Context: an optimization exercise on an open-source flow, tuned for small area and a short achievable clock period. The choices shown serve that exercise and are no tape-out recipe. Function was checked by simulation only, so behaviour that the tests miss may differ from the original.

== exp/tundra ==
## axis_eth_fcs
module axis_eth_fcs
(
    input  wire        clk,
    input  wire        rst,
    input  wire [127:0]  input_axis_tdata,
    input  wire [15:0]   input_axis_tstrb,
    input  wire          input_axis_tvalid,
    output wire          input_axis_tready,
    input  wire          input_axis_tlast,
    output wire [31:0] output_fcs,
    output wire        output_fcs_valid
);
Size: about 2000 cells after synthesis, roughly 180 I/O pins, roughly 16000 um^2 of cells after synthesis.
Settings: LEC_CHECK=0, CAP_MARGIN=20, CORE_MARGIN=2, CORE_UTILIZATION=40, SETUP_SLACK_MARGIN=0.3, SLEW_MARGIN=20; clock period 16.0 ns.
standard.sh (not shown) runs the stock make flow with config.mk's settings and CLKGATE_MAP_FILE= SYNTH_SCRIPT=/design/flow/synth_recipe.tcl, a recipe that flattens the netlist after the stock synthesis.
==> flow/flow/run.sh <==
#!/bin/bash
set -euo pipefail
cd "$(dirname "$0")/.."
if [[ -f flow/extra.mk ]]; then cat flow/extra.mk >> config.mk; fi
mapfile -t ARGS < <(grep -v '^\s*$' flow/args.txt)
bash standard.sh synth > flow_synth.log 2>&1
RES=orfs/results/${FLOW_PLATFORM}/axis_eth_fcs/base
cp $RES/1_2_yosys.v flow_1_2_yosys_standard.v
LIB=$(ls ${FLOW_HOME}/platforms/${FLOW_PLATFORM}/lib/sky130_fd_sc_hd__tt_025C_1v80.lib)
python3 flow/downsize.py $RES/1_2_yosys.v $LIB > flow_downsize.log 2>&1
touch $RES/1_2_yosys.v
bash standard.sh "${ARGS[@]}" finish > flow_finish.log 2>&1
==> flow/flow/args.txt <==
SETUP_SLACK_MARGIN=9.25
BUFFER_PORTS_ARGS=-buffer_cell sky130_fd_sc_hd__buf_2
==> flow/flow/downsize.py <==
#!/usr/bin/env python3
"""Set every combinational cell of a synthesized netlist to its smallest
drive strength (_1, or _0 where the platform has no _1 ... as listed in the
liberty file); flip-flops keep their cells. The timing repair later sizes up
what the constraints need."""
import re, sys
net, lib = sys.argv[1], sys.argv[2]
cells = set(re.findall(r'^\s*cell\s*\(\s*"?(sky130_fd_sc_hd__\w+?)"?\s*\)', open(lib).read(), re.M))
dont = set(sys.argv[3:])
def smallest(name):
    m = re.match(r'(sky130_fd_sc_hd__[a-z0-9]+?)_(\d+)$', name)
    if not m:
        return name
    base = m.group(1)
    if re.match(r'sky130_fd_sc_hd__(e?df|sdf|dl|conb|tap|fill|decap|clk)', base):
        return name
    for d in ("1", "0"):
        cand = "%s_%s" % (base, d)
        if cand in cells and cand not in dont:
            if int(d) < int(m.group(2)):
                return cand
            return name
    return name
src = open(net).read()
n = [0]
def sub(mo):
    new = smallest(mo.group(1))
    if new != mo.group(1):
        n[0] += 1
    return new + mo.group(2)
out = re.sub(r'\b(sky130_fd_sc_hd__\w+)(\s+[\\\w])', sub, src)
open(net, "w").write(out)
print("downsized", n[0], "cells")
==> flow/flow/extra.mk <==
export DONT_USE_CELLS += sky130_fd_sc_hd__xor3_1 sky130_fd_sc_hd__xor3_2 sky130_fd_sc_hd__xor3_4 sky130_fd_sc_hd__xnor3_1 sky130_fd_sc_hd__xnor3_2 sky130_fd_sc_hd__xnor3_4
Inputs modified between exp/tundra and exp/xenon:
==> flow/flow/run.sh <==
#!/bin/bash
set -euo pipefail
cd "$(dirname "$0")/.."
if [[ -f flow/extra.mk ]]; then cat flow/extra.mk >> config.mk; fi
mapfile -t ARGS < <(grep -v '^\s*$' flow/args.txt)
bash standard.sh synth > flow_synth.log 2>&1
bash standard.sh "${ARGS[@]}" finish > flow_finish.log 2>&1
removed: flow/flow/downsize.py
Results
Having completed the whole flow, exp/xenon delivered a layout that passed the timing, design-rule and antenna checks.
Summary: with exp/tundra as the reference, non-clock buffer count in exp/xenon moved up slightly.
exp/tundra → exp/xenon: overall routed net length went up; design area increased 2.1%; via count decreased about 0.9%.
Sort exp/tundra and exp/xenon by post-route core utilization, descending, and exp/tundra comes first.
exp/xenon does worse than exp/tundra on die area.
Going from exp/tundra to exp/xenon, post-route clock skew went down by 0.0079 ns, clock latency on the worst-skew pair went down by 0.02 ns.
## Diff of input files: exp/lagoon against exp/xenon
--- a/flow/flow/run.sh
+++ b/flow/flow/run.sh
@@ -6,2 +6,7 @@
 bash standard.sh synth > flow_synth.log 2>&1
+RES=orfs/results/${FLOW_PLATFORM}/axis_eth_fcs/base
+cp $RES/1_2_yosys.v flow_1_2_yosys_standard.v
+LIB=$(ls ${FLOW_HOME}/platforms/${FLOW_PLATFORM}/lib/sky130_fd_sc_hd__tt_025C_1v80.lib)
+python3 flow/downsize.py $RES/1_2_yosys.v $LIB > flow_downsize.log 2>&1
+touch $RES/1_2_yosys.v
 bash standard.sh "${ARGS[@]}" finish > flow_finish.log 2>&1
==> flow/flow/args.txt <==
SETUP_SLACK_MARGIN=9.25
BUFFER_PORTS_ARGS=-buffer_cell sky130_fd_sc_hd__buf_2
GPL_ROUTABILITY_DRIVEN=0
==> flow/flow/downsize.py (new file) <==
#!/usr/bin/env python3
"""Set every combinational cell of a synthesized netlist to its smallest
drive strength (_1, or _0 where the platform has no _1 ... as listed in the
liberty file); flip-flops keep their cells. The timing repair later sizes up
what the constraints need."""
import re, sys
net, lib = sys.argv[1], sys.argv[2]
cells = set(re.findall(r'^\s*cell\s*\(\s*"?(sky130_fd_sc_hd__\w+?)"?\s*\)', open(lib).read(), re.M))
dont = set(sys.argv[3:])
def smallest(name):
    m = re.match(r'(sky130_fd_sc_hd__[a-z0-9]+?)_(\d+)$', name)
    if not m:
        return name
    base = m.group(1)
    if re.match(r'sky130_fd_sc_hd__(e?df|sdf|dl|conb|tap|fill|decap|clk)', base):
        return name
    for d in ("1", "0"):
        cand = "%s_%s" % (base, d)
        if cand in cells and cand not in dont:
            if int(d) < int(m.group(2)):
                return cand
            return name
    return name
src = open(net).read()
n = [0]
def sub(mo):
    new = smallest(mo.group(1))
    if new != mo.group(1):
        n[0] += 1
    return new + mo.group(2)
out = re.sub(r'\b(sky130_fd_sc_hd__\w+)(\s+[\\\w])', sub, src)
open(net, "w").write(out)
print("downsized", n[0], "cells")
- exp/lagoon was carried through to the last stage, and its layout satisfied the timing, design-rule and antenna checks.
- Diff exp/xenon -> exp/lagoon: total iterations of the first detailed-routing run rose by 2; total track usage fell 5.1 points; signed area change from the synthesized netlist to the final layout neither gained nor lost much.
- Compared with exp/xenon, in exp/lagoon largest net degree at the start of global routing higher, total standard cell area after synthesis lower.
- Looking at highest signal layer in the routed design, the met4 result is from exp/xenon; the met5 one comes from exp/lagoon.
Inputs modified between exp/lagoon and exp/juniper:
==> flow/flow/run.sh <==
#!/bin/bash
set -euo pipefail
cd "$(dirname "$0")/.."
if [[ -f flow/extra.mk ]]; then cat flow/extra.mk >> config.mk; fi
mapfile -t ARGS < <(grep -v '^\s*$' flow/args.txt)
bash standard.sh synth > flow_synth.log 2>&1
bash standard.sh "${ARGS[@]}" finish > flow_finish.log 2>&1
==> flow/flow/args.txt <==
SETUP_SLACK_MARGIN=9.25
BUFFER_PORTS_ARGS=-buffer_cell sky130_fd_sc_hd__buf_2
RECOVER_POWER=100
removed: flow/flow/downsize.py
Results
STATUS run=exp/juniper STAGES=ALL_DONE FINAL_CHECKS=FAILED CAUSE=max-capacitance violations, max-slew violations
Measured against exp/lagoon, the number of gates given a new drive strength after cts of exp/juniper comes out at 1.3 times the reference value.
exp/juniper: pre-CTS setup slack higher than exp/lagoon
Compare exp/juniper and exp/lagoon | final cycle utilization of the critical path higher: exp/juniper
For exp/juniper, the master of the slowest instance on the critical path was sky130_fd_sc_hd__clkbuf_1, unlike exp/lagoon, where it was sky130_fd_sc_hd__xnor2_1.
Going from exp/lagoon to exp/juniper, routed length on met2 shows an increase of about 33%, wire length the detailed router placed on met1 now larger, area of the core increased by about 5% relative to the old numbers, post-route cell area now sits higher, via count of the first global-routing pass went up.
[inputs] exp/quartz vs exp/juniper
--- a/flow/flow/run.sh
+++ b/flow/flow/run.sh
@@ -6,2 +6,7 @@
 bash standard.sh synth > flow_synth.log 2>&1
+RES=orfs/results/${FLOW_PLATFORM}/axis_eth_fcs/base
+cp $RES/1_2_yosys.v flow_1_2_yosys_standard.v
+LIB=$(ls ${FLOW_HOME}/platforms/${FLOW_PLATFORM}/lib/sky130_fd_sc_hd__tt_025C_1v80.lib)
+python3 flow/downsize.py $RES/1_2_yosys.v $LIB > flow_downsize.log 2>&1
+touch $RES/1_2_yosys.v
 bash standard.sh "${ARGS[@]}" finish > flow_finish.log 2>&1
==> flow/flow/args.txt <==
SETUP_SLACK_MARGIN=9.25
BUFFER_PORTS_ARGS=-buffer_cell sky130_fd_sc_hd__buf_1
==> flow/flow/downsize.py (new file) <==
#!/usr/bin/env python3
"""Set every combinational cell of a synthesized netlist to its smallest
drive strength (_1, or _0 where the platform has no _1 ... as listed in the
liberty file); flip-flops keep their cells. The timing repair later sizes up
what the constraints need."""
import re, sys
net, lib = sys.argv[1], sys.argv[2]
cells = set(re.findall(r'^\s*cell\s*\(\s*"?(sky130_fd_sc_hd__\w+?)"?\s*\)', open(lib).read(), re.M))
dont = set(sys.argv[3:])
def smallest(name):
    m = re.match(r'(sky130_fd_sc_hd__[a-z0-9]+?)_(\d+)$', name)
    if not m:
        return name
    base = m.group(1)
    if re.match(r'sky130_fd_sc_hd__(e?df|sdf|dl|conb|tap|fill|decap|clk)', base):
        return name
    for d in ("1", "0"):
        cand = "%s_%s" % (base, d)
        if cand in cells and cand not in dont:
            if int(d) < int(m.group(2)):
                return cand
            return name
    return name
src = open(net).read()
n = [0]
def sub(mo):
    new = smallest(mo.group(1))
    if new != mo.group(1):
        n[0] += 1
    return new + mo.group(2)
out = re.sub(r'\b(sky130_fd_sc_hd__\w+)(\s+[\\\w])', sub, src)
open(net, "w").write(out)
print("downsized", n[0], "cells")
Notes after the runs:
- exp/quartz finished all stages; the layout is clean.
- exp/juniper → exp/quartz: final area saw an increase, via total after detailed routing has increased.
- Changes observed in exp/quartz relative to exp/juniper: net total in the final layout up 30.
- exp/quartz against exp/juniper: die area went down 1800 um^2; relative area change from synthesis to final layout higher; final routed wirelength across all metal layers lost 1100 um.

==> afterwards: timing with drivers on the ports <==
How much do the figures lean on ideal ports? The routed layouts below were timed once more, with nothing changed but the port constraints. Step 1 sets driving cells, clkbuf_16 on the clock port and buf_2 on the other inputs (assumed; they add their load-dependent delay and slew). Step 2 moves the port delays by t, midway between the first and last clock arrival at a register: inputs arrive t later, outputs are due t later. That takes back most of the time a late clock gives input paths. a / b / c = no drivers / after step 1 / after step 2; a / b = the first two.
run | t (ns) | slack for setup (ns) | worst setup path at the end | worst register clock-pin slew, ns | worst slew at a driven data input, ns
exp/tundra | 0.342 | 9.216 / 9.227 / 8.892 | input to register | 0.07 / 0.07 | 0.07
exp/xenon | 0.326 | 9.288 / 9.302 / 8.976 | input to register | 0.06 / 0.06 | 0.07
exp/lagoon | 0.336 | 8.867 / 8.892 / 8.556 | input to register | 0.06 / 0.06 | 0.07
exp/juniper | 0.326 | 6.483 / 6.505 / 6.179 | input to register | 0.06 / 0.06 | 0.07
exp/quartz | 0.333 | 9.220 / 9.220 / 8.887 | input to register | 0.07 / 0.07 | 0.08
The setup slack of exp/quartz, which loses most, moves by 0.000 ns with the drivers and by -0.333 ns with both steps.
